Context: an optimization exercise on an open-source flow, tuned for small area and a short achievable clock period. The choices shown serve that exercise and are no tape-out recipe. The RTL of this run was laid out without a check of its function.

### flow/run.sh
#!/bin/bash
# synth_recipe.tcl (not shown) runs the flow's synth.tcl, then flattens the netlist and writes it again
# the make line also repeats each setting of config.mk as NAME=value (left out here)
make -C /OpenROAD-flow-scripts/flow DESIGN_CONFIG=/design/flow/config.mk WORK_HOME=/design/flow/orfs CLKGATE_MAP_FILE= SYNTH_SCRIPT=/design/flow/synth_recipe.tcl finish
### flow/config.mk
export PLATFORM = sky130hd
export DESIGN_NAME = cordic
export DESIGN_NICKNAME = cordic
export VERILOG_FILES = /design/flow/design.v
export SDC_FILE = /design/flow/constraint.sdc
export NUM_CORES = 4
export LEC_CHECK = 0
export CAP_MARGIN = 20
export CORE_MARGIN = 2
export CORE_UTILIZATION = 40
export SLEW_MARGIN = 20
### flow/constraint.sdc
create_clock -name core_clock -period 5.0 [get_ports {clk}]
set_input_delay 1.0000 -clock core_clock [delete_from_list [all_inputs] [get_ports {clk}]]
set_output_delay 1.0000 -clock core_clock [all_outputs]
set_load 0.01 [all_outputs]
### flow/design.v
module cordic (
    input wire signed [31:0] angle,
    input wire clk, reset,
    output wire signed [31:0] x, y
);
reg [2:0] vcnt;
always @(posedge clk)
    if (reset) vcnt <= 3'd0;
    else if (vcnt != 3'd7) vcnt <= vcnt + 3'd1;
reg [15:0] lo1;
reg s1, h01, zr1;
always @(posedge clk) begin
    lo1 <= angle[15:0];
    s1  <= angle[31];
    h01 <= angle[16];
    zr1 <= (angle[30:17] == 14'd0);
end
wire in_r  = ~s1 & zr1 & ~h01;
wire h1    = ~s1 & zr1 & h01;
wire sneg  = (~s1 & ~zr1) | (s1 & zr1 & ~h01);
wire h1big = h1 & (lo1 > 16'd17526);
wire q0 = in_r & (lo1 <= 16'd16386);
wire q1 = in_r & (lo1 > 16'd16386) & (lo1 <= 16'd32768);
wire q2 = in_r & (lo1 > 16'd32768) & (lo1 <= 16'd49151);
wire force_ = ~in_r & ~(h1 & ~h1big);
wire neg = q1 | (in_r & ~q0 & ~q1 & ~q2);
wire [14:0] lop = neg ? ~lo1[14:0] : lo1[14:0];
wire [14:0] z1c = lop + 15'h6000 + {14'd0, q1};
reg [14:0] z1_2;
reg [1:0] q_2;
reg f_2;
always @(posedge clk) begin
    z1_2 <= force_ ? 15'd9335 : z1c;
    q_2  <= q0 ? 2'd0 : q1 ? 2'd1 : q2 ? 2'd2 : 2'd3;
    f_2  <= h1 | sneg;
end
wire d1 = z1_2[14];
wire [14:0] z2f = d1 ? z1_2 + 15'd4830 : z1_2 - 15'd4830;
wire [13:0] z2 = z2f[13:0];
wire d2 = z2[13];
wire [13:0] z3f = d2 ? z2 + 14'd2556 : z2 - 14'd2556;
reg [12:0] z3_3;
reg [1:0] d_3;
reg [1:0] q_3;
reg f_3;
always @(posedge clk) begin
    z3_3 <= z3f[12:0];
    d_3  <= {d2, d1};
    q_3  <= q_2;
    f_3  <= f_2;
end
wire d3 = z3_3[12];
wire [12:0] z4f = d3 ? z3_3 + 13'd1298 : z3_3 - 13'd1298;
wire signed [11:0] z4 = z4f[11:0];
wire d4 = z4[11];
wire d5 = d4 ? (z4 < -12'sd651) : (z4 < 12'sd651);
reg [7:0] code_4, code_5, code_6, code_7;
always @(posedge clk) begin
    code_4 <= {q_3, {d5, d4, d3, d_3} ^ {5{f_3}}, f_3};
    code_5 <= code_4;
    code_6 <= code_5;
    code_7 <= code_6;
end
reg [9:0] tx, ty;
always @(*) begin
    case (code_7)
            8'd0: begin tx = 10'd965; ty = 10'd416; end
            8'd1: begin tx = 10'd418; ty = 10'd59; end
            8'd2: begin tx = 10'd299; ty = 10'd297; end
            8'd3: begin tx = 10'd299; ty = 10'd725; end
            8'd4: begin tx = 10'd145; ty = 10'd395; end
            8'd5: begin tx = 10'd397; ty = 10'd879; end
            8'd6: begin tx = 10'd404; ty = 10'd121; end
            8'd7: begin tx = 10'd123; ty = 10'd620; end
            8'd8: begin tx = 10'd46; ty = 10'd418; end
            8'd9: begin tx = 10'd420; ty = 10'd978; end
            8'd10: begin tx = 10'd363; ty = 10'd214; end
            8'd11: begin tx = 10'd216; ty = 10'd661; end
            8'd12: begin tx = 10'd238; ty = 10'd347; end
            8'd13: begin tx = 10'd349; ty = 10'd786; end
            8'd14: begin tx = 10'd422; ty = 10'd19; end
            8'd15: begin tx = 10'd21; ty = 10'd602; end
            8'd16: begin tx = 10'd1017; ty = 10'd422; end
            8'd17: begin tx = 10'd422; ty = 10'd7; end
            8'd18: begin tx = 10'd333; ty = 10'd258; end
            8'd19: begin tx = 10'd258; ty = 10'd691; end
            8'd20: begin tx = 10'd192; ty = 10'd375; end
            8'd21: begin tx = 10'd375; ty = 10'd832; end
            8'd22: begin tx = 10'd416; ty = 10'd72; end
            8'd23: begin tx = 10'd72; ty = 10'd608; end
            8'd24: begin tx = 10'd97; ty = 10'd410; end
            8'd25: begin tx = 10'd410; ty = 10'd927; end
            8'd26: begin tx = 10'd387; ty = 10'd169; end
            8'd27: begin tx = 10'd169; ty = 10'd637; end
            8'd28: begin tx = 10'd279; ty = 10'd317; end
            8'd29: begin tx = 10'd316; ty = 10'd745; end
            8'd30: begin tx = 10'd420; ty = 10'd991; end
            8'd31: begin tx = 10'd991; ty = 10'd604; end
            8'd32: begin tx = 10'd991; ty = 10'd420; end
            8'd33: begin tx = 10'd420; ty = 10'd33; end
            8'd34: begin tx = 10'd317; ty = 10'd279; end
            8'd35: begin tx = 10'd279; ty = 10'd707; end
            8'd36: begin tx = 10'd169; ty = 10'd387; end
            8'd37: begin tx = 10'd387; ty = 10'd855; end
            8'd38: begin tx = 10'd410; ty = 10'd97; end
            8'd39: begin tx = 10'd97; ty = 10'd614; end
            8'd40: begin tx = 10'd72; ty = 10'd416; end
            8'd41: begin tx = 10'd416; ty = 10'd952; end
            8'd42: begin tx = 10'd375; ty = 10'd192; end
            8'd43: begin tx = 10'd192; ty = 10'd649; end
            8'd44: begin tx = 10'd258; ty = 10'd333; end
            8'd45: begin tx = 10'd333; ty = 10'd766; end
            8'd46: begin tx = 10'd422; ty = 10'd1017; end
            8'd47: begin tx = 10'd1017; ty = 10'd602; end
            8'd48: begin tx = 10'd19; ty = 10'd422; end
            8'd49: begin tx = 10'd420; ty = 10'd1005; end
            8'd50: begin tx = 10'd347; ty = 10'd238; end
            8'd51: begin tx = 10'd236; ty = 10'd677; end
            8'd52: begin tx = 10'd214; ty = 10'd363; end
            8'd53: begin tx = 10'd361; ty = 10'd810; end
            8'd54: begin tx = 10'd418; ty = 10'd46; end
            8'd55: begin tx = 10'd44; ty = 10'd606; end
            8'd56: begin tx = 10'd121; ty = 10'd404; end
            8'd57: begin tx = 10'd402; ty = 10'd903; end
            8'd58: begin tx = 10'd395; ty = 10'd145; end
            8'd59: begin tx = 10'd143; ty = 10'd629; end
            8'd60: begin tx = 10'd297; ty = 10'd299; end
            8'd61: begin tx = 10'd298; ty = 10'd727; end
            8'd62: begin tx = 10'd416; ty = 10'd965; end
            8'd63: begin tx = 10'd963; ty = 10'd608; end
            8'd64: begin tx = 10'd59; ty = 10'd416; end
            8'd65: begin tx = 10'd606; ty = 10'd59; end
            8'd66: begin tx = 10'd725; ty = 10'd297; end
            8'd67: begin tx = 10'd725; ty = 10'd725; end
            8'd68: begin tx = 10'd879; ty = 10'd395; end
            8'd69: begin tx = 10'd627; ty = 10'd879; end
            8'd70: begin tx = 10'd620; ty = 10'd121; end
            8'd71: begin tx = 10'd901; ty = 10'd620; end
            8'd72: begin tx = 10'd978; ty = 10'd418; end
            8'd73: begin tx = 10'd604; ty = 10'd978; end
            8'd74: begin tx = 10'd661; ty = 10'd214; end
            8'd75: begin tx = 10'd808; ty = 10'd661; end
            8'd76: begin tx = 10'd786; ty = 10'd347; end
            8'd77: begin tx = 10'd675; ty = 10'd786; end
            8'd78: begin tx = 10'd602; ty = 10'd19; end
            8'd79: begin tx = 10'd1003; ty = 10'd602; end
            8'd80: begin tx = 10'd7; ty = 10'd422; end
            8'd81: begin tx = 10'd602; ty = 10'd7; end
            8'd82: begin tx = 10'd691; ty = 10'd258; end
            8'd83: begin tx = 10'd766; ty = 10'd691; end
            8'd84: begin tx = 10'd832; ty = 10'd375; end
            8'd85: begin tx = 10'd649; ty = 10'd832; end
            8'd86: begin tx = 10'd608; ty = 10'd72; end
            8'd87: begin tx = 10'd952; ty = 10'd608; end
            8'd88: begin tx = 10'd927; ty = 10'd410; end
            8'd89: begin tx = 10'd614; ty = 10'd927; end
            8'd90: begin tx = 10'd637; ty = 10'd169; end
            8'd91: begin tx = 10'd855; ty = 10'd637; end
            8'd92: begin tx = 10'd745; ty = 10'd317; end
            8'd93: begin tx = 10'd708; ty = 10'd745; end
            8'd94: begin tx = 10'd604; ty = 10'd991; end
            8'd95: begin tx = 10'd33; ty = 10'd604; end
            8'd96: begin tx = 10'd33; ty = 10'd420; end
            8'd97: begin tx = 10'd604; ty = 10'd33; end
            8'd98: begin tx = 10'd707; ty = 10'd279; end
            8'd99: begin tx = 10'd745; ty = 10'd707; end
            8'd100: begin tx = 10'd855; ty = 10'd387; end
            8'd101: begin tx = 10'd637; ty = 10'd855; end
            8'd102: begin tx = 10'd614; ty = 10'd97; end
            8'd103: begin tx = 10'd927; ty = 10'd614; end
            8'd104: begin tx = 10'd952; ty = 10'd416; end
            8'd105: begin tx = 10'd608; ty = 10'd952; end
            8'd106: begin tx = 10'd649; ty = 10'd192; end
            8'd107: begin tx = 10'd832; ty = 10'd649; end
            8'd108: begin tx = 10'd766; ty = 10'd333; end
            8'd109: begin tx = 10'd691; ty = 10'd766; end
            8'd110: begin tx = 10'd602; ty = 10'd1017; end
            8'd111: begin tx = 10'd7; ty = 10'd602; end
            8'd112: begin tx = 10'd1005; ty = 10'd422; end
            8'd113: begin tx = 10'd604; ty = 10'd1005; end
            8'd114: begin tx = 10'd677; ty = 10'd238; end
            8'd115: begin tx = 10'd788; ty = 10'd677; end
            8'd116: begin tx = 10'd810; ty = 10'd363; end
            8'd117: begin tx = 10'd663; ty = 10'd810; end
            8'd118: begin tx = 10'd606; ty = 10'd46; end
            8'd119: begin tx = 10'd980; ty = 10'd606; end
            8'd120: begin tx = 10'd903; ty = 10'd404; end
            8'd121: begin tx = 10'd622; ty = 10'd903; end
            8'd122: begin tx = 10'd629; ty = 10'd145; end
            8'd123: begin tx = 10'd881; ty = 10'd629; end
            8'd124: begin tx = 10'd727; ty = 10'd299; end
            8'd125: begin tx = 10'd726; ty = 10'd727; end
            8'd126: begin tx = 10'd608; ty = 10'd965; end
            8'd127: begin tx = 10'd61; ty = 10'd608; end
            8'd128: begin tx = 10'd59; ty = 10'd608; end
            8'd129: begin tx = 10'd606; ty = 10'd965; end
            8'd130: begin tx = 10'd725; ty = 10'd727; end
            8'd131: begin tx = 10'd725; ty = 10'd299; end
            8'd132: begin tx = 10'd879; ty = 10'd629; end
            8'd133: begin tx = 10'd627; ty = 10'd145; end
            8'd134: begin tx = 10'd620; ty = 10'd903; end
            8'd135: begin tx = 10'd901; ty = 10'd404; end
            8'd136: begin tx = 10'd978; ty = 10'd606; end
            8'd137: begin tx = 10'd604; ty = 10'd46; end
            8'd138: begin tx = 10'd661; ty = 10'd810; end
            8'd139: begin tx = 10'd808; ty = 10'd363; end
            8'd140: begin tx = 10'd786; ty = 10'd677; end
            8'd141: begin tx = 10'd675; ty = 10'd238; end
            8'd142: begin tx = 10'd602; ty = 10'd1005; end
            8'd143: begin tx = 10'd1003; ty = 10'd422; end
            8'd144: begin tx = 10'd7; ty = 10'd602; end
            8'd145: begin tx = 10'd602; ty = 10'd1017; end
            8'd146: begin tx = 10'd691; ty = 10'd766; end
            8'd147: begin tx = 10'd766; ty = 10'd333; end
            8'd148: begin tx = 10'd832; ty = 10'd649; end
            8'd149: begin tx = 10'd649; ty = 10'd192; end
            8'd150: begin tx = 10'd608; ty = 10'd952; end
            8'd151: begin tx = 10'd952; ty = 10'd416; end
            8'd152: begin tx = 10'd927; ty = 10'd614; end
            8'd153: begin tx = 10'd614; ty = 10'd97; end
            8'd154: begin tx = 10'd637; ty = 10'd855; end
            8'd155: begin tx = 10'd855; ty = 10'd387; end
            8'd156: begin tx = 10'd745; ty = 10'd707; end
            8'd157: begin tx = 10'd708; ty = 10'd279; end
            8'd158: begin tx = 10'd604; ty = 10'd33; end
            8'd159: begin tx = 10'd33; ty = 10'd420; end
            8'd160: begin tx = 10'd33; ty = 10'd604; end
            8'd161: begin tx = 10'd604; ty = 10'd991; end
            8'd162: begin tx = 10'd707; ty = 10'd745; end
            8'd163: begin tx = 10'd745; ty = 10'd317; end
            8'd164: begin tx = 10'd855; ty = 10'd637; end
            8'd165: begin tx = 10'd637; ty = 10'd169; end
            8'd166: begin tx = 10'd614; ty = 10'd927; end
            8'd167: begin tx = 10'd927; ty = 10'd410; end
            8'd168: begin tx = 10'd952; ty = 10'd608; end
            8'd169: begin tx = 10'd608; ty = 10'd72; end
            8'd170: begin tx = 10'd649; ty = 10'd832; end
            8'd171: begin tx = 10'd832; ty = 10'd375; end
            8'd172: begin tx = 10'd766; ty = 10'd691; end
            8'd173: begin tx = 10'd691; ty = 10'd258; end
            8'd174: begin tx = 10'd602; ty = 10'd7; end
            8'd175: begin tx = 10'd7; ty = 10'd422; end
            8'd176: begin tx = 10'd1005; ty = 10'd602; end
            8'd177: begin tx = 10'd604; ty = 10'd19; end
            8'd178: begin tx = 10'd677; ty = 10'd786; end
            8'd179: begin tx = 10'd788; ty = 10'd347; end
            8'd180: begin tx = 10'd810; ty = 10'd661; end
            8'd181: begin tx = 10'd663; ty = 10'd214; end
            8'd182: begin tx = 10'd606; ty = 10'd978; end
            8'd183: begin tx = 10'd980; ty = 10'd418; end
            8'd184: begin tx = 10'd903; ty = 10'd620; end
            8'd185: begin tx = 10'd622; ty = 10'd121; end
            8'd186: begin tx = 10'd629; ty = 10'd879; end
            8'd187: begin tx = 10'd881; ty = 10'd395; end
            8'd188: begin tx = 10'd727; ty = 10'd725; end
            8'd189: begin tx = 10'd726; ty = 10'd297; end
            8'd190: begin tx = 10'd608; ty = 10'd59; end
            8'd191: begin tx = 10'd61; ty = 10'd416; end
            8'd192: begin tx = 10'd965; ty = 10'd608; end
            8'd193: begin tx = 10'd418; ty = 10'd965; end
            8'd194: begin tx = 10'd299; ty = 10'd727; end
            8'd195: begin tx = 10'd299; ty = 10'd299; end
            8'd196: begin tx = 10'd145; ty = 10'd629; end
            8'd197: begin tx = 10'd397; ty = 10'd145; end
            8'd198: begin tx = 10'd404; ty = 10'd903; end
            8'd199: begin tx = 10'd123; ty = 10'd404; end
            8'd200: begin tx = 10'd46; ty = 10'd606; end
            8'd201: begin tx = 10'd420; ty = 10'd46; end
            8'd202: begin tx = 10'd363; ty = 10'd810; end
            8'd203: begin tx = 10'd216; ty = 10'd363; end
            8'd204: begin tx = 10'd238; ty = 10'd677; end
            8'd205: begin tx = 10'd349; ty = 10'd238; end
            8'd206: begin tx = 10'd422; ty = 10'd1005; end
            8'd207: begin tx = 10'd21; ty = 10'd422; end
            8'd208: begin tx = 10'd1017; ty = 10'd602; end
            8'd209: begin tx = 10'd422; ty = 10'd1017; end
            8'd210: begin tx = 10'd333; ty = 10'd766; end
            8'd211: begin tx = 10'd258; ty = 10'd333; end
            8'd212: begin tx = 10'd192; ty = 10'd649; end
            8'd213: begin tx = 10'd375; ty = 10'd192; end
            8'd214: begin tx = 10'd416; ty = 10'd952; end
            8'd215: begin tx = 10'd72; ty = 10'd416; end
            8'd216: begin tx = 10'd97; ty = 10'd614; end
            8'd217: begin tx = 10'd410; ty = 10'd97; end
            8'd218: begin tx = 10'd387; ty = 10'd855; end
            8'd219: begin tx = 10'd169; ty = 10'd387; end
            8'd220: begin tx = 10'd279; ty = 10'd707; end
            8'd221: begin tx = 10'd316; ty = 10'd279; end
            8'd222: begin tx = 10'd420; ty = 10'd33; end
            8'd223: begin tx = 10'd991; ty = 10'd420; end
            8'd224: begin tx = 10'd991; ty = 10'd604; end
            8'd225: begin tx = 10'd420; ty = 10'd991; end
            8'd226: begin tx = 10'd317; ty = 10'd745; end
            8'd227: begin tx = 10'd279; ty = 10'd317; end
            8'd228: begin tx = 10'd169; ty = 10'd637; end
            8'd229: begin tx = 10'd387; ty = 10'd169; end
            8'd230: begin tx = 10'd410; ty = 10'd927; end
            8'd231: begin tx = 10'd97; ty = 10'd410; end
            8'd232: begin tx = 10'd72; ty = 10'd608; end
            8'd233: begin tx = 10'd416; ty = 10'd72; end
            8'd234: begin tx = 10'd375; ty = 10'd832; end
            8'd235: begin tx = 10'd192; ty = 10'd375; end
            8'd236: begin tx = 10'd258; ty = 10'd691; end
            8'd237: begin tx = 10'd333; ty = 10'd258; end
            8'd238: begin tx = 10'd422; ty = 10'd7; end
            8'd239: begin tx = 10'd1017; ty = 10'd422; end
            8'd240: begin tx = 10'd19; ty = 10'd602; end
            8'd241: begin tx = 10'd420; ty = 10'd19; end
            8'd242: begin tx = 10'd347; ty = 10'd786; end
            8'd243: begin tx = 10'd236; ty = 10'd347; end
            8'd244: begin tx = 10'd214; ty = 10'd661; end
            8'd245: begin tx = 10'd361; ty = 10'd214; end
            8'd246: begin tx = 10'd418; ty = 10'd978; end
            8'd247: begin tx = 10'd44; ty = 10'd418; end
            8'd248: begin tx = 10'd121; ty = 10'd620; end
            8'd249: begin tx = 10'd402; ty = 10'd121; end
            8'd250: begin tx = 10'd395; ty = 10'd879; end
            8'd251: begin tx = 10'd143; ty = 10'd395; end
            8'd252: begin tx = 10'd297; ty = 10'd725; end
            8'd253: begin tx = 10'd298; ty = 10'd297; end
            8'd254: begin tx = 10'd416; ty = 10'd59; end
            8'd255: begin tx = 10'd963; ty = 10'd416; end
        default: begin tx = 10'd0; ty = 10'd0; end
    endcase
end
reg [9:0] xr, yr;
always @(posedge clk) begin
    if (reset || vcnt != 3'd7) begin
        xr <= 10'd0;
        yr <= 10'd0;
    end else begin
        xr <= tx;
        yr <= ty;
    end
end
assign x = {{22{xr[9]}}, xr};
assign y = {{22{yr[9]}}, yr};
endmodule
==> results.txt <==
==> flow_results.org <==
** Run status
- Status :: aborted with a tool error
- Last stage the flow got to :: synthesis (1_2_yosys)
- Stop Error :: ERROR: TCL interpreter returned an error: Source files actually used in the design:

** Logic synthesis
- Synth warnings :: 1
